This is an optimization exercise on Yosys and OpenROAD, whose aim is small area and a short achievable clock period, not a production implementation.
The RTL was checked by simulation tests, not by an equivalence proof against the original design.
No activity file was given, so power comes from the tool's default toggle rates.

`flow/config.mk`:
```
export PLATFORM = sky130hd
export DESIGN_NAME = Nto1_sync_fifo
export DESIGN_NICKNAME = Nto1_sync_fifo
export VERILOG_FILES = /design/flow/design.v
export SDC_FILE = /design/flow/constraint.sdc
export NUM_CORES = 4
export LEC_CHECK = 0
export CAP_MARGIN = 35
export CORE_MARGIN = 2
export CORE_UTILIZATION = 60
export PLACE_DENSITY = 0.68
export SETUP_SLACK_MARGIN = 3.2
export SLEW_MARGIN = 30
```
`flow/constraint.sdc`:
```
create_clock -name core_clock -period 6.0 [get_ports {clk_i}]
set_input_delay 1.2000 -clock core_clock [delete_from_list [all_inputs] [get_ports {clk_i}]]
set_output_delay 1.2000 -clock core_clock [all_outputs]
set_load 0.01 [all_outputs]
```
`flow/design.v`:
```
module Nto1_sync_fifo #(N = 4, DATA_WIDTH = 32, DEPTH = 16)
         (input logic clk_i,
          input logic rst_n_i,
          input logic [N*DATA_WIDTH-1:0] data_i,  
          input logic [N-1:0] wr_en_i,            
          input logic rd_en_i,
          output logic                   fifo_full_o,
          output logic                   fifo_empty_o,
          output logic [DATA_WIDTH-1:0]  data_o
         );
localparam AW  = $clog2(DEPTH);
localparam OD  = DEPTH/2;         
localparam BD  = OD-1;            
localparam BW  = $clog2(BD);
localparam OCW = $clog2(OD+1);
localparam ECW = $clog2(DEPTH+1);
logic [DATA_WIDTH-1:0] e_data [0:DEPTH-1][0:N-1];
logic [N-1:0]          e_mask [0:DEPTH-1];
logic [AW-1:0]    e_wp;
logic [DEPTH-1:0] e_rp;           
logic [ECW-1:0]   e_cnt;
logic             e_full, e_empty, e_one;
wire any_wr = |wr_en_i;
wire e_wr   = any_wr & ~e_full;
always_ff @(posedge clk_i) begin
  for (int k = 0; k < DEPTH; k++) begin
    for (int j = 0; j < N; j++)
      if (wr_en_i[j] && !e_full && e_wp == AW'(k))
        e_data[k][j] <= data_i[j*DATA_WIDTH +: DATA_WIDTH];
    if (any_wr && !e_full && e_wp == AW'(k))
      e_mask[k] <= wr_en_i;
  end
end
logic o_full, o_empty, o_one;
logic [N-1:0] h_rem;              
wire xfer = ~e_empty & ~o_full;
wire [N-1:0] lane = h_rem & ~(h_rem - 1'b1);    
wire         last = ((h_rem & ~lane) == '0);
wire         pop  = xfer & last;
logic [DATA_WIDTH-1:0] h_word [0:N-1];
logic [N-1:0]          n_mask;
always_comb begin
  for (int j = 0; j < N; j++) begin
    h_word[j] = '0;
    for (int k = 0; k < DEPTH; k++)
      if (e_rp[k]) h_word[j] = h_word[j] | e_data[k][j];
  end
  n_mask = '0;
  for (int k = 0; k < DEPTH; k++)
    if (e_rp[(k+DEPTH-1)%DEPTH]) n_mask = n_mask | e_mask[k];
end
logic [DATA_WIDTH-1:0] xword;
always_comb begin
  xword = '0;
  for (int j = 0; j < N; j++)
    if (lane[j]) xword = xword | h_word[j];
end
always_ff @(posedge clk_i) begin
  if (pop)          h_rem <= e_one ? wr_en_i : n_mask;
  else if (xfer)    h_rem <= h_rem & ~lane;
  else if (e_empty) h_rem <= wr_en_i;
end
always_ff @(posedge clk_i, negedge rst_n_i) begin
  if (!rst_n_i) begin
    e_wp    <= '0;
    e_rp    <= DEPTH'(1);
    e_cnt   <= '0;
    e_full  <= 1'b0;
    e_empty <= 1'b1;
    e_one   <= 1'b0;
  end else begin
    if (e_wr) e_wp <= e_wp + 1'b1;
    if (pop)  e_rp <= {e_rp[DEPTH-2:0], e_rp[DEPTH-1]};
    if (e_wr && !pop) begin
      e_cnt   <= e_cnt + 1'b1;
      e_empty <= 1'b0;
      e_one   <= e_empty;
      e_full  <= (e_cnt == ECW'(DEPTH-1));
    end else if (!e_wr && pop) begin
      e_cnt   <= e_cnt - 1'b1;
      e_full  <= 1'b0;
      e_one   <= (e_cnt == ECW'(2));
      e_empty <= e_one;
    end
  end
end
logic [DATA_WIDTH-1:0] o_head;
logic [DATA_WIDTH-1:0] o_buf [0:BD-1];
logic [BW-1:0]         b_wp, b_rp;
logic [OCW-1:0]        o_cnt;
wire o_rd     = rd_en_i & ~o_empty;
wire h_from_x = xfer & (o_empty | (o_rd & o_one));
wire h_from_b = o_rd & ~o_one;
wire b_push   = xfer & ~o_empty & ~(o_rd & o_one);
always_ff @(posedge clk_i) begin
  if (h_from_x)      o_head <= xword;
  else if (h_from_b) o_head <= o_buf[b_rp];
  for (int k = 0; k < BD; k++)
    if (b_push && b_wp == BW'(k)) o_buf[k] <= xword;
end
always_ff @(posedge clk_i, negedge rst_n_i) begin
  if (!rst_n_i) begin
    b_wp    <= '0;
    b_rp    <= '0;
    o_cnt   <= '0;
    o_empty <= 1'b1;
    o_one   <= 1'b0;
    o_full  <= 1'b0;
  end else begin
    if (b_push)   b_wp <= (b_wp == BW'(BD-1)) ? '0 : b_wp + 1'b1;
    if (h_from_b) b_rp <= (b_rp == BW'(BD-1)) ? '0 : b_rp + 1'b1;
    if (xfer && !o_rd) begin
      o_cnt   <= o_cnt + 1'b1;
      o_empty <= 1'b0;
      o_one   <= o_empty;
      o_full  <= (o_cnt == OCW'(OD-1));
    end else if (!xfer && o_rd) begin
      o_cnt   <= o_cnt - 1'b1;
      o_full  <= 1'b0;
      o_one   <= (o_cnt == OCW'(2));
      o_empty <= o_one;
    end
  end
end
assign fifo_full_o  = e_full;
assign fifo_empty_o = o_empty;
assign data_o       = o_head;
endmodule
```
`flow/run.sh`:
```
#!/bin/bash
# synth_recipe.tcl (not shown) runs the flow's synth.tcl, then flattens the netlist and writes it again
# the make line also repeats each setting of config.mk as NAME=value (left out here)
make -C /OpenROAD-flow-scripts/flow DESIGN_CONFIG=/design/flow/config.mk WORK_HOME=/design/flow/orfs CLKGATE_MAP_FILE= SYNTH_SCRIPT=/design/flow/synth_recipe.tcl finish
```
==> results of run 1 <==
-- routing by layer --
layer | vias to the layer above | track usage [%]
li1 | 20240 | -
met1 | 25490 | 47.88
met2 | 3308 | 48.98
met3 | 454 | 8.078
met4 | 28 | 11.14
met5 | - | 0
-- synthesized netlist by cell type, types with 3 or more instances --
library cell and n:
ha_1 13, xor2_1 3, a41oi_2 30, a21o_1 5
dfstp_2 3, a31oi_1 32, nand3_1 9, a221oi_1 514
o31ai_1 3, a2111oi_0 3, a22oi_1 118, nor4_1 3
o21ai_0 15, o22a_1 33, edfxtp_1 2372, buf_2 81
a211oi_1 33, or3_1 3, buf_6 3, nor2b_1 4
a2bb2oi_1 32, nand2_1 70, dfrtp_1 38, clkbuf_1 205
nor3b_2 3, a21oi_1 10, inv_1 15, and4_1 97
nand2b_1 4, nor2_1 124, xnor2_1 9, nand4_1 38
a22o_1 513, buf_1 18, a222oi_1 4, mux2_2 18
-- layout make-up --
cell class | instances | area share (%)
Clock buffer | 279 | 5.896
Clock inverter | 144 | 1.322
Antenna cell | 6 | 0.01469
Tap cell | 1917 | 2.347
Multi-Input combinational cell | 1779 | 15.20
Timing Repair Buffer | 442 | 4.375
Inverter | 15 | 0.06612
Sequential cell | 2413 | 70.78
-- power breakdown --
part	switching [mW]	leakage [nW]	internal [mW]
clock	6.03	3.62	8.20
sequential	0.748	21.9	20.7
combinational	3.82	6.42	1.74
-- kinds of logic after synthesis --
group	Yosys count
DFF	2413
AOI/OAI and AO/OA	1352
and+or+nand+nor	366
buffers and inverters	324
muxes	18
adders and majority gates	16
xor gates and xnor gates	12
-- flip-flops by register name, indices dropped and copies added (netlist names), 3 cells and up --
register	flops
b_rp	3
e_wp	4
e_cnt	5
b_wp	3
o_head	32
h_rem	4
e_rp	16
o_cnt	4
e_data	2048
e_mask	64
o_buf	224
-- cell usage in the layout (no fill, tap or decap), types with 15 or more instances in the layout --
cell	Yosys	layout
dfrtp_1	38	19
a221oi_1	514	502
nand4_1	38	38
clkbuf_16	0	234
and4_1	97	55
and4_2	0	29
dfrtp_4	0	15
o22a_1	33	21
mux2_2	18	18
clkbuf_1	205	45
clkinv_2	0	55
edfxtp_1	2372	2372
nand2_1	70	63
a22o_1	513	513
a41oi_2	30	30
buf_6	3	24
bufinv_16	0	26
nor2_4	0	72
clkinv_1	0	51
buf_4	2	196
clkdlybuf4s50_1	0	129
buf_2	81	22
buf_12	0	30
nor2_1	124	55
a2bb2oi_2	0	28
a211oi_1	33	33
a31oi_1	32	32
a22oi_1	118	118
-- through the flow --
stage	power [mW]	utilization [%]	cell area, um^2	worst slack (ns)
detailed placement	26.78	63.74	92780	1.678
global route	42.39	70.20	102200	3.130
finish	41.28	70.20	102200	3.137
global placement	26.56	63.53	92470	1.633
CTS	41.11	69.67	101400	2.984
floorplan	24.31	-	88300	2.870
-- worst paths after layout --
kind | start | end | slack (ns) | depth (start not counted)
hold reg to reg | o_cnt[3] | o_cnt[3] | 0.47 | 1
max in group asynchronous | rst_n_i | e_rp[13] | 4.97 | 2
setup / recovery | o_head[6] | data_o[6] | 3.14 | 1
min in group core_clock | o_cnt[3] | o_cnt[3] | 0.47 | 1
setup reg to reg | e_rp[10] | o_buf[2][2] | 3.18 | 5
hold / removal | rst_n_i | o_cnt[0] | 0.47 | 2
-- what timing repair did --
item	4_1_cts	5_1_grt
resized for setup	232	63
hold buffers	0	0
setup endpoints to repair	2281	517
setup buffers	74	51
gates cloned	17	1
pin swaps	47	21
==> summary.md, run 1 <==
| Metric | Value |
|---|---|
| Status | finished clean |
| DIE AREA | about 150000 um^2 |
| DR vias | between 40000 and 50000 |
| Post-Synth XOR/XNOR Area | 0.1196% |
| Final Skew | 0.02995 ns |
| CP Cell Sequence | buf_6 |
| Post-Synth Simple-Gate Area | about 2.3% |
| Remaining DRCs | 0 |
| Post-synth net total | between 4000 and 5000 |
| H-tree depth | 4 |
| Clock root cell | clkbuf_16 |
| Area contributors post-synth | edfxtp_1, a221oi_1, a22o_1, dfrtp_1, a22oi_1 |
| Power Density | 404.0 nW/um^2 |
| EDFF count, synth | 2372 |
| Max-slew violation count | 0 |
| Initial DRC Count | between 7000 and 8000 |
| Hold Crit Class | in -> async |
| Max cap viols | 0 |
| Met1 Wirelength | 95.02 mm |
| Worst VDD drop | 0.2547 mV |
| LEAKAGE | 31.97 nW |
| Fmax | 0.3493 GHz |
| DR top layer | met5 |
| Clock latency (worst-skew pair) | 0.84 ns |
| Yosys cell types | just under 50 |
| Post-synthesis cell count | 4501 |
| Core area | ~150000 um^2 |
| Yosys reg bits | 2413 |
| FP Rows | 140 |
| Delay-heaviest family, CP | flip-flops |
| Clock sink count | ~2400 |
| Crit-path max FO | 1 |
| Buffers on Ports | about 170 |
| Total wire length | 248.5 mm |
| Area leader, netlist | edfxtp_1 |
| Footprint of the multi-input gates | 15530 um^2 |
| Largest net degree at the start of global routing | 90 |
| WP buf/inv | 1 |
| Initial antenna violation count | 25 |
| GRT Total Usage | around 33% |
| Area share of the largest cell type after synthesis | roughly 81% |
| Final min period | 2.863 ns |
| Synth Area in Compound Gates | between 10% and 20% |
| RSZ-0062 raised after global routing | true |
| Mux share of post-synthesis cell area | less than 1% |
| Largest family of logic cells by synthesized area | compound AO/OA/AOI/OAI gates |
| CP peak stage delay | about 0.6 ns |
| Predominant post-synthesis flop cell | edfxtp_1 |
| Gpl congestion | around 0.84 |
| Post-Layout Cell Count | around 7000 |
| Period utilization | a little under half |
| Post-route ant nets | 0 |
| Die width | between 300 and 400 um |
| Final setup TNS | 0 ns |
| Slowest CP cell | edfxtp_1 |
| FILL cells | between 8000 and 9000 |
| Synth Area per Inst | 19.53 um^2 |
| Layout cells sized above 1 | 18.00% |
| CP endpoint kind | output pin |
| Endpoints failing setup | 0 |
| Post-Place Cells | around 6400 |
| Final count of hold timing violations | 0 |
| Gr ovfl total | 0 |
| Synth async-reset ratio | roughly 1.7% |
| Met3 routed WL | about 31 mm |
| Final nets | a little over 5000 |
| Routed vias/inst | 7.079 |
| WS Path Type | reg -> out |
| Post-DP HPWL | ~140 mm |
| Post-synthesis sequential area ratio | between 80 and 90% |
| CTS tree | built |
| Adder-Cell Fraction of Synth Area | 0.2420% |
| Worst-path clk slew | about 0.06 ns |
| Critical Path Source Type | register |
| Number of global-route vias before repair | around 47000 |
| DR WL/cell | 35.52 um |
| WHS | approximately 0.47 ns |
| Die extent in y | a little under 400 um |
| Initial Utilization | between 60% and 70% |
| First-pass DRT Iterations | 6 |
| # IOs | roughly 170 |
| CTS Buffer Depth | 3 |
| Critical Path AT | between 1.5 and 2 ns |
| Metal2 WL | ~110 mm |
| CP required | approximately 4.8 ns |
| P&R area growth vs syn | 16.27% |
| First-pass GRT wire length | around 350 mm |
| Mapped Area | ~88000 um^2 |
| Worst-Margin Slew | about 1.0 ns |
| Synth Warn # | 5 |
| Slew HR | a little under a third |
| Num CTS Buffers | about 230 |
| Register area | around 72000 um^2 |
==> inputs of run 2 (changes only) <==
--- a/flow/config.mk
+++ b/flow/config.mk
@@ -11,3 +11,2 @@
 export PLACE_DENSITY = 0.68
-export SETUP_SLACK_MARGIN = 3.2
 export SLEW_MARGIN = 30
==> run 2 against run 1 <==
- largest cell class unchanged
- sequential power about the same
- register-to-register slack got worse by 0.71 ns
- critical path type is now in -> reg
- still clean on timing, DRC and antenna
- clock skew increased by 0.0018 ns
- design area decreased by 2.0%
- sequential cell count unchanged
- non-clock buffer count decreased by 109
==> summary.md, run 2 <==
| Metric | Value |
|---|---|
| Post-synthesis sequential area ratio | ~82% |
| Post-synth top cells | edfxtp_1, a221oi_1, a22o_1, clkbuf_1, nor2_1 |
| DR vias | just under 50000 |
| Final count of hold timing violations | 0 |
| Critical Path Source Type | primary input |
| LEAKAGE | between 30 and 40 nW |
| RSZ-0062 raised after global routing | false |
| CP endpoint kind | register |
| Final worst slack | about 2.2 ns |
| Reg with most FFs | e_data |
| Die width | 386.7 um |
| Postcts setup bufs | 0 |
| Final min period | between 3 and 4 ns |
| P&R area growth vs syn | 13.94% |
| CP peak stage delay | 0.62 ns |
| Clock sink count | roughly 2400 |
| First-pass DRT Iterations | 6 |
| R2R depth | 6 |
| Worst-Margin Slew | 0.9725 ns |
| Post-route ant nets | 0 |
| Number of global-route vias before repair | 47340 |
| CP Cell Sequence | clkdlybuf4s50_1 > buf_4 > nor4_1 > or2_2 > inv_1 > ha_1 > inv_1 > fa_1 > a21o_1 > a21oi_1 > xnor2_1 > nor2_1 > xor2_1 |
| Slowest CP cell | clkdlybuf4s50_1 |
| Crit-path max FO | 20 |
| Yosys cell types | slightly below 50 |
| Area contributors post-synth | edfxtp_1, a221oi_1, a22o_1, dfrtp_1, a22oi_1 |
| Worst VDD drop | about 0.36 mV |
| Post-synth net total | between 4000 and 5000 |
| Area share of the largest cell type after synthesis | roughly four fifths |
| Routed vias/inst | about 7 |
| EDFF count, synth | about 2400 |
| Total wire length | approximately 240 mm |
| Mapped Area | 87890 um^2 |
| Most frequent CP cell | inv_1 |
| Core area | 145600 um^2 |
| CTS tree | built |
| Endpoints failing setup | 0 |
| Max-slew violation count | 0 |
| Post-synthesis cell count | about 4500 |
| Final nets | 4905 |
| Final setup TNS | 0 ns |
| Most frequent cells in the layout | edfxtp_1, a221oi_1, a22o_1 |
| Cell count along the critical path | 13 |
| Post-DP HPWL | 139.4 mm |
| Max reg flops | slightly above 2000 |
| Hold Crit Class | in -> async |
| First-pass GRT wire length | around 340 mm |
| WP buf/inv | 4 |
| Status | finished clean |
| Num CTS Buffers | 228 |
| Most common cell after layout, fill and taps aside | edfxtp_1 |
| Predominant post-synthesis flop cell | edfxtp_1 |
| Initial DRC Count | roughly 6700 |
| Delay-heaviest family, CP | buffers and inverters |
| DIE AREA | about 150000 um^2 |
| DR WL/cell | ~35 um |
| CTS Buffer Depth | 3 |
| Largest net degree at the start of global routing | between 90 and 100 |
| Initial Utilization | approximately three fifths |
| WS Path Type | in -> reg |
| Clock root cell | clkbuf_16 |
| Post-Layout Cell Count | 6861 |
| CP required | 6.73 ns |
| Hold-fix buffers at CTS | 0 |
| Power Density | a little over 400 nW/um^2 |
| Initial antenna violation count | 20 |
| Gpl congestion | 0.8556 |
| Synth Warn # | 5 |
| Clock latency (worst-skew pair) | approximately 0.85 ns |
| Final Skew | 0.03172 ns |
| Period utilization | a little over three fifths |
| Slew HR | roughly a third |
| # IOs | 169 |
| Gr ovfl total | 0 |
| Post-Place Cells | 6436 |
| Synth Area per Inst | between 15 and 20 um^2 |
| GRT Total Usage | 32.29% |
| Power Total | just over 40 mW |
| Layout cells sized above 1 | 12.49% |
| Area leader, netlist | edfxtp_1 |
| H-tree depth | 4 |
| Buffers on Ports | 168 |
| Worst-path clk slew | ~0.060 ns |
| Top-count cell post-synth | edfxtp_1 |
| Largest regs | e_data (2048), o_buf (224), e_mask (64) |
| Remaining DRCs | 0 |
| Pre-CTS setup slack | ~1.5 ns |
| Max cap viols | 0 |
| Critical Path AT | 4.49 ns |
| PostCTS Resize Cnt | 0 |
| Synth async-reset ratio | around 1.7% |
| WHS | 0.4635 ns |
| Fmax | ~0.27 GHz |
| Die extent in y | between 300 and 400 um |
| FP Rows | 140 |
| Yosys reg bits | about 2400 |
-- run 2: cell types whose count changed in the layout (fill, tap and decap cells not counted), sizes merged, moves of 2 or more --
cell           delta
bufbuf            -2
bufinv            -6
clkdlybuf4s15     -3
dlygate4sd2       -9
buf             -132
inv               +2
nor2             -14
clkinv           -17
clkdlybuf4s50    +38
clkbuf           +11
-- run 2: path summary, 6_finish.rpt --
path / endpoint / slack (ns) / startpoint
min reg2reg: o_cnt[3] / 0.48 / o_cnt[3]
min: o_cnt[1] / 0.46 / rst_n_i
max reg2reg: o_buf[2][9] / 2.47 / e_rp[15]
max: e_cnt[4] / 2.25 / wr_en_i[2]
min in group core_clock: o_cnt[3] / 0.48 / o_cnt[3]
max in group asynchronous: e_rp[2] / 4.98 / rst_n_i
-- run 2: kinds of logic (layout without fill, tap and decap cells) --
kind of cell	Yosys count	count (layout)	share of synthesized area [%]
DFF	2413	2413	82.21
xor gates and xnor gates	12	12	0.1196
muxes	18	18	0.2306
and+or+nand+nor	366	366	2.342
buffers and inverters	324	762	1.533
other	0	5	0
AOI/OAI and AO/OA	1352	1352	13.32
adders and majority gates	16	16	0.2420
-- run 2: cell type report --
class,instances,area (um^2)
Timing Repair Buffer,333,3361
Tap cell,1917,2399
Antenna cell,5,12.51
Inverter,15,56.30
Multi-Input combinational cell,1764,14850
Clock inverter,123,1089
Clock buffer,291,6057
Sequential cell,2413,72320
Fill cell,9112,45420
-- run 2: worst reg2reg max path: stages, from the launching register on --
cell and delay (ns):
dfrtp_4 0.81, buf_4 0.45, a22o_1 0.32, a221oi_1 0.25, and4_1 0.33, a2bb2oi_1 0.71, nand2_1 0.32
-- run 2: metrics by stage --
step	cell area, um^2	util [%]
6_report	100100	68.80
5_1_grt	100100	68.80
4_1_cts	99990	68.69
3_5_place_dp	92840	63.78
3_3_place_gp	92550	63.58
2_1_floorplan	87890	-
-- run 2: power breakdown --
part	leakage, nW	internal (mW)	switching, mW
clock network	3.48	7.93	5.96
logic	5.55	1.49	3.56
registers	21.9	20.7	0.739
-- run 2: layer usage --
| layer | global-route usage, % | vias to the layer above | part of all wire, % |
|---|---|---|---|
| met5 | 0 | - | 0.071 |
| met4 | 10.80 | 26 | 3.3 |
| met3 | 8.267 | 434 | 12 |
| met2 | 48.80 | 2991 | 46 |
| met1 | 46.55 | 25040 | 39 |
| li1 | - | 19970 | - |
==> inputs of run 3 (changes only) <==
--- a/flow/design.v
+++ b/flow/design.v
@@ -10,3 +10,2 @@
          );
-localparam AW  = $clog2(DEPTH);
 localparam OD  = DEPTH/2;         
@@ -18,4 +17,3 @@
 logic [N-1:0]          e_mask [0:DEPTH-1];
-logic [AW-1:0]    e_wp;
-logic [DEPTH-1:0] e_rp;           
+logic [DEPTH-1:0] e_wp, e_rp;     
 logic [ECW-1:0]   e_cnt;
@@ -27,5 +25,5 @@
     for (int j = 0; j < N; j++)
-      if (wr_en_i[j] && !e_full && e_wp == AW'(k))
+      if (wr_en_i[j] && !e_full && e_wp[k])
         e_data[k][j] <= data_i[j*DATA_WIDTH +: DATA_WIDTH];
-    if (any_wr && !e_full && e_wp == AW'(k))
+    if (any_wr && !e_full && e_wp[k])
       e_mask[k] <= wr_en_i;
@@ -64,3 +62,3 @@
   if (!rst_n_i) begin
-    e_wp    <= '0;
+    e_wp    <= DEPTH'(1);
     e_rp    <= DEPTH'(1);
@@ -71,3 +69,3 @@
   end else begin
-    if (e_wr) e_wp <= e_wp + 1'b1;
+    if (e_wr) e_wp <= {e_wp[DEPTH-2:0], e_wp[DEPTH-1]};
     if (pop)  e_rp <= {e_rp[DEPTH-2:0], e_rp[DEPTH-1]};
@@ -94,5 +92,8 @@
 wire b_push   = xfer & ~o_empty & ~(o_rd & o_one);
+always_ff @(posedge clk_i, negedge rst_n_i) begin
+  if (!rst_n_i)      o_head <= '0;
+  else if (h_from_x) o_head <= xword;
+  else if (h_from_b) o_head <= o_buf[b_rp];
+end
 always_ff @(posedge clk_i) begin
-  if (h_from_x)      o_head <= xword;
-  else if (h_from_b) o_head <= o_buf[b_rp];
   for (int k = 0; k < BD; k++)
--- a/flow/config.mk
+++ b/flow/config.mk
@@ -10,3 +10,6 @@
 export CORE_UTILIZATION = 60
+export CTS_BUF_LIST = sky130_fd_sc_hd__clkbuf_8 sky130_fd_sc_hd__clkbuf_4
+export CTS_CLUSTER_SIZE = 30
 export PLACE_DENSITY = 0.68
+export SETUP_SLACK_MARGIN = 3.4
 export SLEW_MARGIN = 30
==> run 3 against run 2 <==
- still clean on timing, DRC and antenna
- worst setup slack gained 0.80 ns
- register-to-register slack improved by 0.59 ns
- total power fell by 9.0%
- cell count is 7.2% higher
- synthesized cell count rose by 3.6%
- sequential share of layout area fell by 3.6 points
- die area up 1.0%
- fmax is 27% higher
- via count is 5.4% higher
- sequential cell count increased by 12
==> summary.md, run 3 <==
| Metric | Value |
|---|---|
| Gpl congestion | 0.8419 |
| Die width | between 300 and 400 um |
| Hold Crit Class | in -> async |
| DIE AREA | 151100 um^2 |
| EDFF count, synth | ~2300 |
| Final Skew | roughly 0.056 ns |
| CP required | 4.80 ns |
| Initial DRC Count | around 6600 |
| Clock latency (worst-skew pair) | between 1 and 1.5 ns |
| Post-Synth XOR/XNOR Area | less than 1% |
| Final count of hold timing violations | 0 |
| Post-DP HPWL | 139.7 mm |
| DR vias | a little over 50000 |
| Delay-heaviest family, CP | flip-flops |
| Fmax | about 0.34 GHz |
| DR WL/cell | about 35 um |
| Mapped Area | between 80000 and 90000 um^2 |
| Layout cells sized above 1 | between 20% and 30% |
| Max-slew violation count | 0 |
| Num CTS Buffers | a little under 400 |
| Post-synth top cells | edfxtp_1, a22o_1, a221oi_1, clkbuf_1 |
| Mux share of post-synthesis cell area | less than 1% |
| CP Cell Sequence | buf_6 |
| Max cap viols | 0 |
| Adder-Cell Fraction of Synth Area | 0.1832% |
| Synth Warn # | 5 |
| Critical Path AT | 1.75 ns |
| Slowest CP cell | dfrtp_4 |
| # IOs | about 170 |
| Worst VDD drop | 0.2486 mV |
| Most common cell after layout, fill and taps aside | edfxtp_1 |
| WP buf/inv | 1 |
| CP endpoint kind | output pin |
| Slew HR | 37.20% |
| Worst-Margin Slew | ~0.94 ns |
| Post-synthesis sequential area ratio | between 80% and 90% |
| Final min period | slightly below 3 ns |
| Buffers on Ports | around 170 |
| Worst-path clk slew | about 0.060 ns |
| Remaining DRCs | 0 |
| Post-Synth Simple-Gate Area | 3.039% |
| Predominant post-synthesis flop cell | edfxtp_1 |
| Post-synthesis cell count | about 4700 |
| Clock root cell | clkbuf_8 |
| Power Density | 348.0 nW/um^2 |
| Final setup TNS | 0 ns |
| Routed vias/inst | 6.942 |
| Synth Area in Compound Gates | roughly an eighth |
| Most frequent cells in the layout | edfxtp_1, a22o_1, clkbuf_8 |
| Core area | 147300 um^2 |
| Final nets | approximately 5300 |
| Final worst slack | roughly 3.0 ns |
| Post-synth net total | a little under 5000 |
| Clock sink count | between 2000 and 2500 |
| Yosys cell types | 56 |
| Largest net degree at the start of global routing | 68 |
| Hold-fix buffers at CTS | 0 |
| Initial antenna violation count | 16 |
| Largest family of logic cells by synthesized area | compound AO/OA/AOI/OAI gates |
| Synth async-reset ratio | roughly 3.5% |
| First-pass DRT Iterations | 6 |
| Number of global-route vias before repair | 49500 |
| Reg with most FFs | e_data |
| GRT Total Usage | ~34% |
| Pre-CTS setup slack | between 1.5 and 2 ns |
| Area contributors post-synth | edfxtp_1, a22o_1, a221oi_1, dfrtp_1, clkbuf_1 |
| Gr ovfl total | 0 |
| LEAKAGE | between 30 and 40 nW |
| Footprint of the multi-input gates | between 15000 and 20000 um^2 |
| Top-count cell post-synth | edfxtp_1 |
| Critical Path Source Type | register |
| Largest regs | e_data (2048), o_buf (224), e_mask (64) |
| Max reg flops | about 2000 |
| CTS tree | built |
| Crit-path max FO | 2 |
| Post-route ant nets | 0 |
| CP peak stage delay | between 0.5 and 0.6 ns |
| Area share of the largest cell type after synthesis | between 70% and 80% |
| Area leader, netlist | edfxtp_1 |
| Endpoints failing setup | 0 |
| Register area | about 72000 um^2 |
| WS Path Type | reg -> out |
| Status | finished clean |
| Yosys reg bits | approximately 2400 |
| P&R area growth vs syn | 19.02% |
| Total wire length | between 200 and 300 mm |
| Synth Area per Inst | about 19 um^2 |
| RSZ-0062 raised after global routing | true |
| CTS Buffer Depth | 4 |
| Period utilization | between 40 and 50% |
| FILL cells | around 8600 |
| First-pass GRT wire length | around 360 mm |
| H-tree depth | 5 |
| Die extent in y | between 300 and 400 um |
| FP Rows | 141 |
| Initial Utilization | between 60 and 70% |
## run 3: cell count changes in the layout (fill, tap and decap cells not counted), moves of 49 or more
cell,change
buf_6,+56
and4_1,-54
nor2_4,-63
clkbuf_1,-56
clkbuf_8,+398
a22oi_1,-80
nand3_1,+49
clkbuf_16,-230
a221oi_1,-236
a221oi_2,+208
and2_4,+54
clkbuf_4,+141
## run 3: what timing repair did
action / 4_1_cts / 5_1_grt
pin swaps: 85 / 79
setup endpoints to repair: 2532 / 421
setup buffers: 120 / 30
endpoints found under the hold margin: 0 / 0
gates resized for setup: 732 / 102
cloned: 28 / 2
## run 3: logic make-up after synthesis
group,Yosys count
AND/OR/NAND/NOR,464
flip-flops,2425
multiplexers,53
AO/OA/AOI/OAI,1368
buffers and inverters,331
adder cells (fa/ha/maj),12
XOR/XNOR,9
## run 3: area by class of cell
class / instances / share of cell area [%]
clock inverters: 111 / 0.7188
diodes: 11 / 0.02605
well taps: 1930 / 2.285
flip-flops and latches: 2425 / 68.60
inverters: 10 / 0.04144
repair buffers: 421 / 5.160
multi-input cells: 1907 / 16.94
clock buffers: 543 / 6.232
## run 3: report_power, final
| part | total [mW] | internal (mW) | switching (mW) |
|---|---|---|---|
| Combinational | 3.79 | 1.23 | 2.56 |
| Clock | 13.7 | 7.49 | 6.20 |
| Sequential | 19.3 | 19.0 | 0.287 |
| Total | 36.8 | 27.7 | 9.05 |
## run 3: path summary, 6_finish.rpt
| path | start | endpoint | slack [ns] | depth (start not counted) |
|---|---|---|---|---|
| min reg2reg | o_cnt[3] | o_cnt[3] | 0.47 | 1 |
| min | rst_n_i | o_cnt[1] | 0.20 | 1 |
| max reg2reg | e_rp[3] | o_buf[5][26] | 3.06 | 8 |
| max | e_full | fifo_full_o | 3.05 | 1 |
| max in group asynchronous | rst_n_i | e_rp[9] | 4.58 | 2 |
| min in group core_clock | o_cnt[3] | o_cnt[3] | 0.47 | 1 |
## run 3: through the flow
step / hold WS (ns) / cells / power (mW) / util (%) / area [um^2]
floorplan: 0.4390 / 4662 / 21.46 / - / 89020
global placement: 0.4563 / 6497 / 22.94 / 62.59 / 92200
detailed placement: 0.4587 / 6511 / 23.04 / 62.81 / 92530
CTS: 0.1388 / 7313 / 36.58 / 71.14 / 104800
global route: 0.1975 / 7351 / 37.77 / 71.72 / 105600
finish: 0.1971 / 7358 / 36.77 / 71.73 / 105700
## run 3: layer usage
metal	share of wire (%)	global-route usage [%]	vias up	routed length, um
met4	3.6	12.22	10	9292
met2	45	50.05	3331	117000
met1	38	48.95	26320	99860
met5	0.037	0	-	96
met3	13	9.964	437	33300
li1	-	-	20980	-
==> inputs of run 4 (changes only) <==
--- a/flow/config.mk
+++ b/flow/config.mk
@@ -10,6 +10,6 @@
 export CORE_UTILIZATION = 60
-export CTS_BUF_LIST = sky130_fd_sc_hd__clkbuf_8 sky130_fd_sc_hd__clkbuf_4
+export CTS_CLUSTER_DIAMETER = 100
 export CTS_CLUSTER_SIZE = 30
 export PLACE_DENSITY = 0.68
-export SETUP_SLACK_MARGIN = 3.4
+export SETUP_SLACK_MARGIN = 3.2
 export SLEW_MARGIN = 30
==> run 4 against run 3 <==
- utilization is 5.1 points lower
- sequential power hardly changed
- design area is 7.1% lower
- via count is 5.0% lower
- critical path depth is 4 higher
- count of clock-buffer cells in the layout is 412 lower
- register-to-register slack better by 0.05 ns
- critical endpoint is now o_buf[1][12]
- largest cell class unchanged
- largest power group unchanged
==> summary.md, run 4 <==
| Metric | Value |
|---|---|
| Status | finished clean |
| Yosys reg bits | 2425 |
| H-tree depth | 3 |
| Remaining DRCs | 0 |
| Reg with most FFs | e_data |
| Hold Crit Class | reg -> reg |
| DR vias | between 40000 and 50000 |
| Max cap viols | 0 |
| Worst VDD drop | a little over 0.2 mV |
| Post-route ant nets | 0 |
| P&R area growth vs syn | 10.56% |
| Number of global-route vias before repair | between 40000 and 50000 |
| Power Density | roughly 310 nW/um^2 |
| Clock sink count | about 2400 |
| GRT Total Usage | around a third |
| Area share of the largest cell type after synthesis | 79.15% |
| Clock latency (worst-skew pair) | between 0.7 and 0.8 ns |
| Initial antenna violation count | 22 |
| Core area | 147300 um^2 |
| Endpoints failing setup | 0 |
| EDFF count, synth | around 2300 |
| Top-count cell post-synth | edfxtp_1 |
| DP Area | roughly 93000 um^2 |
| # IOs | about 170 |
| Total wire length | between 200 and 250 mm |
| Synth Area per Inst | between 15 and 20 um^2 |
| Met2 Use GR | 45.39% |
| Final setup TNS | 0 ns |
| CTS tree | built |
| Critical Path Source Type | register |
| Final Instance Area | approximately 100000 um^2 |
| Mapped Area | between 80000 and 90000 um^2 |
| Post-synth top cells | edfxtp_1, a22o_1, a221oi_1, clkbuf_1 |
| CP endpoint kind | register |
| Final Skew | roughly 0.026 ns |
| Max-slew violation count | 0 |
| Most frequent cells in the layout | edfxtp_1, a22o_1, a221oi_1 |
| Period utilization | slightly below 50% |
| Max reg flops | between 2000 and 2500 |
| Worst-path clk slew | between 0.1 and 0.15 ns |
| Post-synthesis cell count | 4662 |
| Layout cells sized above 1 | between 10% and 20% |
| GRT busiest layer | met1 |
| Post-DP HPWL | between 100 and 150 mm |
| Final nets | slightly below 5000 |
| Routed vias/inst | 7.192 |
| Area contributors post-synth | edfxtp_1, a22o_1, a221oi_1, dfrtp_1, clkbuf_1 |
| Fmax | between 0.3 and 0.4 GHz |
| Largest net degree at the start of global routing | 77 |
| Synth async-reset ratio | 3.505% |
| Post-Place Cells | 6528 |
| Final min period | 2.888 ns |
| WS Path Type | reg -> reg |
| Critical Path AT | about 3.4 ns |
| Post-synthesis sequential area ratio | 81.55% |
| Crit-path max FO | 35 |
| Synth Warn # | 5 |
| Met1 Track Usage GR | between 40% and 50% |
| Initial Utilization | between 60% and 70% |
| FP Rows | approximately 140 |
| RSZ-0062 raised after global routing | true |
| LEAKAGE | 30.56 nW |
| First-pass DRT Iterations | 10 |
| Most common cell after layout, fill and taps aside | edfxtp_1 |
| Met3 GRT Util | ~6.6% |
| Worst-Margin Slew | between 0.9 and 1 ns |
| Die width | a little under 400 um |
| Die extent in y | between 300 and 400 um |
| Predominant post-synthesis flop cell | edfxtp_1 |
| Gr ovfl total | 0 |
| DR WL/cell | approximately 36 um |
| Yosys cell types | 56 |
| CP required | approximately 6.5 ns |
| Buffers on Ports | approximately 170 |
| Final Util | between 60% and 70% |
| Initial DRC Count | between 7000 and 8000 |
| Post-Layout Cell Count | between 6000 and 7000 |
| Post-synth net total | a little under 5000 |
| FILL cells | around 9500 |
| Num CTS Buffers | 90 |
| Final count of hold timing violations | 0 |
| DIE AREA | 151100 um^2 |
| Clock root cell | clkbuf_16 |
| Area leader, netlist | edfxtp_1 |
| Slew HR | a little over a third |
| First-pass GRT wire length | between 300 and 400 mm |
| CTS Buffer Depth | 3 |
| Largest regs | e_data (2048), o_buf (224), e_mask (64) |
| Gpl congestion | roughly 0.87 |
==> run 4: changes by cell type in the layout (fill, tap and decap cells not counted), sizes merged, moves of 3 or more <==
cell and delta:
diode -6, dlygate4sd2 +22, clkdlybuf4s15 +12, bufinv -11, inv -3, buf -111, bufbuf -4, clkbuf -414
clkinv -94
==> run 4: power by group <==
group	switching, mW	internal, mW
Combinational	2.47	1.13
Sequential	0.280	19.0
Clock	4.78	2.95
==> run 4: critical path, stage by stage, from the launching register on <==
cell      delay, ns
dfrtp_4        0.62
buf_8          0.26
a221oi_2       0.46
nand4_1        0.51
a22o_4         0.45
or2_4          0.27
==> run 4: per-layer routing <==
| metal | vias to the layer above | share of wire, % |
|---|---|---|
| met1 | 25130 | 40 |
| met5 | - | 0.033 |
| met4 | 12 | 2.6 |
| met2 | 3114 | 44 |
| met3 | 279 | 12 |
| li1 | 19990 | - |
==> run 4: worst paths after layout <==
path	startpoint	slack [ns]	cells after the start	end
max in group asynchronous	rst_n_i	4.32	2	e_rp[14]
worst max-delay path	e_rp[6]	3.11	5	o_buf[1][12]
worst min register to register	e_cnt[4]	0.48	1	e_cnt[4]
worst max register to register	e_rp[6]	3.11	5	o_buf[1][12]
min in group asynchronous	rst_n_i	0.51	1	o_head[12]
worst min-delay path	e_cnt[4]	0.48	1	e_cnt[4]
==> run 4: cell families (layout without fill, tap and decap cells) <==
kind of cell,after synthesis,after routing,synth area share (%)
buf+inv,331,481,1.756
xor+xnor,9,9,0.08879
simple gates,464,464,3.039
fa+ha+maj,12,12,0.1832
flops,2425,2425,81.55
compound gates,1368,1368,12.72
mux,53,53,0.6596
other cells,0,5,0
==> run 4: area by class of cell <==
| cell class | instances | area, um^2 | area share, % |
|---|---|---|---|
| Sequential cell | 2425 | 72480 | 73.85 |
| Multi-Input combinational cell | 1906 | 16410 | 16.72 |
| Timing Repair Buffer | 338 | 4267 | 4.347 |
| Clock buffer | 131 | 2512 | 2.560 |
| Tap cell | 1930 | 2415 | 2.460 |
| Inverter | 10 | 43.79 | 0.04462 |
| Clock inverter | 2 | 13.76 | 0.01402 |
| Antenna cell | 5 | 12.51 | 0.01275 |
==> run 4: timing repair <==
| action | CTS | global route |
|---|---|---|
| cloned | 7 | 3 |
| pin swaps | 39 | 33 |
| hold buffers | 0 | 0 |
| endpoints found under the setup margin | 2012 | 668 |
| resized for setup | 285 | 99 |
| setup buffers | 50 | 17 |
==> run 4: metrics by stage <==
stage | hold WS [ns] | worst slack, ns | power (mW)
after floorplan | 0.4390 | 2.978 | 21.44
after global placement | 0.4567 | 1.610 | 22.99
after detailed placement | 0.4595 | 1.456 | 23.06
after CTS | 0.4829 | 3.041 | 30.48
after global routing | 0.4932 | 3.126 | 31.35
final | 0.4813 | 3.112 | 30.58
==> inputs of run 5 (changes only) <==
--- a/flow/config.mk
+++ b/flow/config.mk
@@ -7,2 +7,3 @@
 export LEC_CHECK = 0
+export ABC_CLOCK_PERIOD_IN_PS = 2000
 export CAP_MARGIN = 35
@@ -10,4 +11,2 @@
 export CORE_UTILIZATION = 60
-export CTS_CLUSTER_DIAMETER = 100
-export CTS_CLUSTER_SIZE = 30
 export PLACE_DENSITY = 0.68
==> run 5 against run 4 <==
- critical path type unchanged
- worst setup slack improved by 0.014 ns
- clock power rose by about 80%
- register-to-register slack hardly changed
- count of clock-buffer cells in the layout up 178
- critical endpoint is now o_buf[0][15]
- wire length rose by 2.0%
==> summary.md, run 5 <==
| Metric | Value |
|---|---|
| Area leader, netlist | edfxtp_1 |
| Combinational group share of total power | between 9 and 10% |
| R2R depth | 6 |
| Worst-path clk slew | roughly 0.07 ns |
| Synth Warn # | 5 |
| Initial DRC Count | 7091 |
| Hold-fix buffers at CTS | 0 |
| Remaining DRCs | 0 |
| Die width | between 300 and 400 um |
| Post-synthesis sequential area ratio | 81.55% |
| Worst VDD drop | around 0.35 mV |
| Final nets | ~5100 |
| Int Power | around 28 mW |
| Slowest CP cell | dfrtp_4 |
| Clock latency (worst-skew pair) | roughly 0.86 ns |
| Clock root cell | clkbuf_16 |
| Switching pwr | about 8.9 mW |
| CTS tree | built |
| Post-synth top cells | edfxtp_1, a22o_1, a221oi_1, clkbuf_1 |
| EDFF count, synth | approximately 2300 |
| Slew HR | between 30% and 40% |
| Clock sink count | ~2400 |
| Post-DP HPWL | between 100 and 150 mm |
| Buffers on Ports | around 170 |
| RR Endpoint | o_buf[0][15] |
| Clock Power Share | approximately 38% |
| Mapped Area | between 80000 and 90000 um^2 |
| DIE AREA | about 150000 um^2 |
| Total wire length | 245.6 mm |
| DR WL/cell | 34.80 um |
| Area share of the largest cell type after synthesis | 79.15% |
| Synth async-reset ratio | roughly 3.5% |
| Core area | around 150000 um^2 |
| FP Rows | roughly 140 |
| Largest regs | e_data (2048), o_buf (224), e_mask (64) |
| Endpoints failing setup | 0 |
| R2R Setup Slk | roughly 3.1 ns |
| Max reg flops | ~2000 |
| CP peak stage delay | between 0.6 and 0.7 ns |
| CP Cell Sequence | buf_12 > a22o_1 > a221oi_1 > and4_1 > o22ai_1 > or2_4 |
| GRT Total Usage | between 30% and 40% |
| Post-synthesis cell count | 4662 |
| Final Skew | about 0.026 ns |
| DR vias | about 50000 |
| Max-slew violation count | 0 |
| Critical Path AT | 3.47 ns |
| CP required | between 6 and 7 ns |
| Status | finished clean |
| First-pass DRT Iterations | 6 |
| Area contributors post-synth | edfxtp_1, a22o_1, a221oi_1, dfrtp_1, clkbuf_1 |
| Most frequent cells in the layout | edfxtp_1, a22o_1, a221oi_1 |
| Critical Path Source Type | register |
| Top-count cell post-synth | edfxtp_1 |
| LEAKAGE | ~33 nW |
| CP endpoint kind | register |
| Reg with most FFs | e_data |
| Gr ovfl total | 0 |
| Layout cells sized above 1 | 17.74% |
| First-pass GRT wire length | roughly 340 mm |
| Flop pwr share | ~52% |
| Post-Layout Cell Count | 7057 |
| Yosys cell types | 56 |
| WS Path Type | reg -> reg |
| Crit-path max FO | 64 |
| # IOs | 169 |
| Largest net degree at the start of global routing | 75 |
| RSZ-0062 raised after global routing | true |
| Switching Fraction | between 20% and 30% |
| Period utilization | 47.90% |
| Number of global-route vias before repair | 46860 |
| Synth Area per Inst | 19.04 um^2 |
| H-tree depth | 4 |
| Max cap viols | 0 |
| P&R area growth vs syn | 16.02% |
| Routed vias/inst | between 7 and 8 |
| Post-synth net total | slightly below 5000 |
| Post-Place Cells | about 6500 |
| Initial antenna violation count | 13 |
| Hold Crit Class | in -> async |
| Final min period | around 2.9 ns |
| Post-route ant nets | 0 |
| Gpl congestion | slightly below 0.9 |
| Fmax | 0.3479 GHz |
| Final count of hold timing violations | 0 |
| Predominant post-synthesis flop cell | edfxtp_1 |
| Final setup TNS | 0 ns |
| Power Total | between 30 and 40 mW |
| Most common cell after layout, fill and taps aside | edfxtp_1 |
| Power Density | 357.1 nW/um^2 |
| Num CTS Buffers | roughly 230 |
| CTS Buffer Depth | 3 |
| Yosys reg bits | about 2400 |
| Worst-Margin Slew | between 0.9 and 1 ns |
| Initial Utilization | between 60% and 70% |
| Worst r2r src | e_rp[1] |
| Die extent in y | around 400 um |
-- run 5: cell counts after synthesis --
No cell type changed its count.
-- run 5: power groups by stage --
stage / combinational, mW / sequential, mW / clock [mW]
global placement: 3.37 / 19.6 / 0
global route: 3.80 / 19.3 / 14.6
finish: 3.61 / 19.3 / 13.9
detailed placement: 3.44 / 19.6 / 0
floorplan: 1.91 / 19.5 / 0
CTS: 3.49 / 19.3 / 13.9
-- run 5: area by class of cell --
type	count	area, um^2
clock buffer	309	6299
antenna	13	32.53
fill	8966	44310
sequential	2425	72480
tap	1930	2415
timing repair buffer	342	4303
inverter	10	43.79
multi-input combinational	1906	16520
clock inverter	122	905.9
-- run 5: through the flow --
step                      hold WS [ns]  setup slack [ns]  cell area [um^2]  util (%)
after floorplan                 0.4390             2.978             88970         -
after global placement          0.4567             1.610             92290     62.65
after detailed placement        0.4595             1.456             92870     63.05
after CTS                       0.4266             2.987            101800     69.09
after global routing            0.4560             3.168            103000     69.90
final                           0.4156             3.126            103000     69.92
-- run 5: metal layers --
layer | GRT usage (%) | vias to the layer above | routed length [um]
li1 | - | 20510 | -
met1 | 49.25 | 25710 | 97730
met2 | 45.81 | 3235 | 109500
met3 | 7.700 | 343 | 31480
met4 | 9.416 | 4 | 6635
met5 | 0 | - | 240
-- run 5: critical path: cells and delay by family (launching register included) --
family,cells,cell delay [ns]
AOI/OAI and AO/OA,3,0.91
and+or+nand+nor,2,0.67
buffers and inverters,1,0.27
DFF,1,0.63
-- run 5: timing repair --
| action | in CTS | in global routing |
|---|---|---|
| resized for setup | 320 | 141 |
| endpoints found under the setup margin | 2005 | 1045 |
| setup buffers | 47 | 21 |
| gates cloned | 5 | 3 |
| pin swaps | 22 | 39 |
-- run 5: how the worst max path moves through the flow --
stage	depth (start not counted)	end	from	slack (ns)
after floorplan	3	o_buf[4][0]	rd_en_i	2.98
after global placement	3	e_data[39][20]	wr_en_i[3]	1.61
after detailed placement	3	e_data[47][12]	wr_en_i[3]	1.46
after CTS	5	o_buf[0][13]	e_rp[9]	2.99
after global routing	7	o_head[15]	e_rp[5]	3.17
final	6	o_buf[0][15]	e_rp[1]	3.13
-- run 5: cell families (layout without fill, tap and decap cells) --
logic type,Yosys count,count (layout),share of synthesized area (%)
DFF,2425,2425,81.55
AOI/OAI and AO/OA,1368,1368,12.72
and+or+nand+nor,464,464,3.039
buffers and inverters,331,783,1.756
muxes,53,53,0.6596
adders and majority gates,12,12,0.1832
xor gates and xnor gates,9,9,0.08879
other,0,13,0
==> inputs of run 6 (changes only) <==
--- a/flow/config.mk
+++ b/flow/config.mk
@@ -7,3 +7,2 @@
 export LEC_CHECK = 0
-export ABC_CLOCK_PERIOD_IN_PS = 2000
 export CAP_MARGIN = 35
@@ -12,3 +11,3 @@
 export PLACE_DENSITY = 0.68
-export SETUP_SLACK_MARGIN = 3.2
+export SETUP_SLACK_MARGIN = 3.4
 export SLEW_MARGIN = 30
==> run 6 against run 5 <==
- still clean on timing, DRC and antenna
- synthesized cell count did not move
- wire length rose by 4.2%
- total power rose by 0.61%
- sequential cell count did not move
- cell count rose by 0.34%
- non-clock buffer count rose by 36
- global-route usage rose by 1.3 points
- critical path type unchanged
==> summary.md, run 6 <==
| Metric | Value |
|---|---|
| DR vias | about 50000 |
| Switching pwr | 8.992 mW |
| Layout cells sized above 1 | between 20% and 30% |
| R2R Setup Slk | approximately 3 ns |
| Buffers on Ports | around 170 |
| FILL cells | 8641 |
| Remaining DRCs | 0 |
| Most frequent cells in the layout | edfxtp_1, a22o_1, a221oi_1 |
| Hold Crit Class | in -> async |
| Worst VDD drop | about 0.29 mV |
| Final nets | approximately 5100 |
| Hold-fix buffers at CTS | 0 |
| Post-synthesis cell count | about 4700 |
| Synth Warn # | 5 |
| RSZ-0062 raised after global routing | true |
| Synth Area per Inst | 19.04 um^2 |
| Max-slew violation count | 0 |
| Initial Utilization | 60.27% |
| Predominant post-synthesis flop cell | edfxtp_1 |
| Final setup TNS | 0 ns |
| Post-DP HPWL | ~140 mm |
| Die extent in y | 388.7 um |
| Clock latency (worst-skew pair) | approximately 0.88 ns |
| Worst-path clk slew | approximately 0.06 ns |
| Synth async-reset ratio | 3.505% |
| Yosys reg bits | ~2400 |
| Post-synth net total | 4808 |
| GRT Total Usage | 33.20% |
| Final worst slack | 3.042 ns |
| # IOs | 169 |
| Yosys cell types | 56 |
| Worst-Margin Slew | about 0.91 ns |
| Max cap viols | 0 |
| Power Density | roughly 350 nW/um^2 |
| Flop pwr share | between 50% and 60% |
| Num CTS Buffers | between 200 and 250 |
| Final Skew | between 0.03 and 0.04 ns |
| DR WL/cell | 36.15 um |
| EDFF count, synth | roughly 2300 |
| CTS tree | built |
| Routed vias/inst | 7.077 |
| Final min period | between 2 and 3 ns |
| CTS Buffer Depth | 3 |
| Max reg flops | between 2000 and 2500 |
| Initial DRC Count | between 6000 and 7000 |
| Mapped Area | just under 90000 um^2 |
| Post-Place Cells | between 6000 and 7000 |
| Area leader, netlist | edfxtp_1 |
| DIE AREA | 151100 um^2 |
| Number of global-route vias before repair | roughly 48000 |
| Post-synth top cells | edfxtp_1, a22o_1, a221oi_1, clkbuf_1 |
| FP Rows | between 100 and 150 |
| Die width | just under 400 um |
| Power Total | approximately 37 mW |
| Largest regs | e_data (2048), o_buf (224), e_mask (64) |
| Status | finished clean |
| First-pass GRT wire length | between 300 and 400 mm |
| CP required | between 6 and 7 ns |
| LEAKAGE | between 30 and 40 nW |
| Gr ovfl total | 0 |
| Area contributors post-synth | edfxtp_1, a22o_1, a221oi_1, dfrtp_1, clkbuf_1 |
| Reg with most FFs | e_data |
| Largest net degree at the start of global routing | 68 |
| Initial antenna violation count | 18 |
| Total wire length | roughly 260 mm |
| Pre-CTS setup slack | 1.585 ns |
| Most common cell after layout, fill and taps aside | edfxtp_1 |
| Fmax | approximately 0.34 GHz |
| Post-synthesis sequential area ratio | around four fifths |
| P&R area growth vs syn | 18.18% |
| Gpl congestion | around 0.84 |
| Post-route ant nets | 0 |
| Slew HR | between 30% and 40% |
| Crit-path max FO | 51 |
| Period utilization | between 40 and 50% |
| Critical Path Source Type | register |
| Core area | 147300 um^2 |
| CP endpoint kind | register |
| Int Power | 28.01 mW |
| H-tree depth | 4 |
| Top-count cell post-synth | edfxtp_1 |
| Clock sink count | approximately 2400 |
| Post-Layout Cell Count | a little over 7000 |
| Area share of the largest cell type after synthesis | 79.15% |
| Clock Power Share | a little under two fifths |
| Switching Fraction | 24.30% |
| WS Path Type | reg -> reg |
| First-pass DRT Iterations | 5 |
| Clock root cell | clkbuf_16 |
| Critical Path AT | 3.56 ns |
| Final count of hold timing violations | 0 |
| Combinational group share of total power | around 10% |
| Endpoints failing setup | 0 |
[run 6: what timing repair did]
item	4_1_cts	5_1_grt
gates resized for setup	661	159
pin swaps	71	89
gates cloned	20	7
buffers inserted	85	25
setup endpoints to repair	2591	291
[run 6: path summary, 6_finish.rpt]
| kind | from | cells after the start | endpoint |
|---|---|---|---|
| worst min register to register | o_cnt[3] | 1 | o_cnt[3] |
| worst min-delay path | rst_n_i | 1 | o_cnt[1] |
| worst max register to register | e_rp[6] | 5 | o_buf[0][30] |
| max in group asynchronous | rst_n_i | 2 | e_rp[12] |
| worst max-delay path | e_rp[6] | 5 | o_buf[0][30] |
| min in group core_clock | o_cnt[3] | 1 | o_cnt[3] |
[run 6: layer usage]
layer | up-vias | GRT usage [%] | wire (um)
met4 | 10 | 9.820 | 7416
li1 | 20590 | - | -
met1 | 25930 | 48.47 | 98690
met3 | 395 | 9.346 | 31940
met5 | - | 0 | 63
met2 | 3196 | 49.44 | 117800
[run 6: power groups by stage]
stage               Sequential (mW)  Clock [mW]  Combinational (mW)
finish                         19.3        14.0                3.75
global route                   19.3        14.7                3.95
CTS                            19.3        14.0                3.58
detailed placement             19.6           0                3.42
global placement               19.6           0                3.34
floorplan                      19.5           0                1.93
[run 6: kinds of logic after synthesis]
| kind of cell | after synthesis | synth area share (%) |
|---|---|---|
| mux | 53 | 0.6596 |
| xor+xnor | 9 | 0.08879 |
| compound gates | 1368 | 12.72 |
| fa+ha+maj | 12 | 0.1832 |
| flops | 2425 | 81.55 |
| simple gates | 464 | 3.039 |
| buf+inv | 331 | 1.756 |
[run 6: per-stage QoR]
stage	hold slack [ns]	utilization [%]	cell area [um^2]
after global placement	0.4563	62.59	92200
after global routing	0.3723	71.22	104900
after floorplan	0.4390	-	89020
after detailed placement	0.4587	62.81	92530
after CTS	0.3556	70.34	103600
final	0.3613	71.23	104900
[run 6: cell type report]
type                    instances  area, um^2  share of cell area (%)
diodes                          6       15.01                 0.01431
clock buffers                 294        6002                   5.720
clock inverters               131        1196                   1.140
inverters                      10       43.79                 0.04174
multi-input cells            1907       17880                   17.04
flip-flops and latches       2425       72480                   69.08
well taps                    1930        2415                   2.302
repair buffers                378        4886                   4.657
[run 6: worst max-delay path: stages (launching register included)]
cell	delay [ns]
dfrtp_4	0.54
buf_16	0.20
a221oi_2	0.45
nand4_1	0.53
a22o_4	0.48
or2_4	0.28

==> static timing again, ports no longer ideal <==
The results above use ideal ports. As a check the final layouts listed here were re-extracted and re-timed, cells and wires unchanged. Step 1 sets driving cells, clkbuf_16 on the clock port and buf_2 on the other inputs (assumed; they add their load-dependent delay and slew). Step 2 adds t to the input delays and takes it off the output delays; t is the mean of the earliest and latest rising clock arrival at the registers after step 1. Input paths then give back, and output paths get back, about the clock's delay inside the block. Slacks: no drivers / after step 1 / after step 2; pairs: no drivers / after step 1.
run | t, ns | slack for setup (ns) | worst setup path at the end | clock arrival spread, ns | worst data-port slew with drivers (ns)
run 1 | 0.904 | 3.137 / 3.060 / 2.372 | input to register | 0.030 / 0.030 | 0.19
run 2 | 0.930 | 2.245 / 2.308 / 1.378 | input to register | 0.033 / 0.033 | 0.19
run 3 | 1.109 | 3.047 / 2.970 / 2.488 | input to register | 0.074 / 0.074 | 0.17
run 4 | 0.826 | 3.112 / 3.112 / 2.421 | input to register | 0.031 / 0.030 | 0.18
run 5 | 0.937 | 3.126 / 3.126 / 2.390 | input to register | 0.027 / 0.026 | 0.21
run 6 | 0.941 | 3.042 / 3.042 / 2.488 | input to register | 0.037 / 0.037 | 0.18
After both steps every run listed still meets setup and hold. For run 2, which loses most, drivers alone change the setup slack by +0.063 ns; drivers and shift together by -0.867 ns.
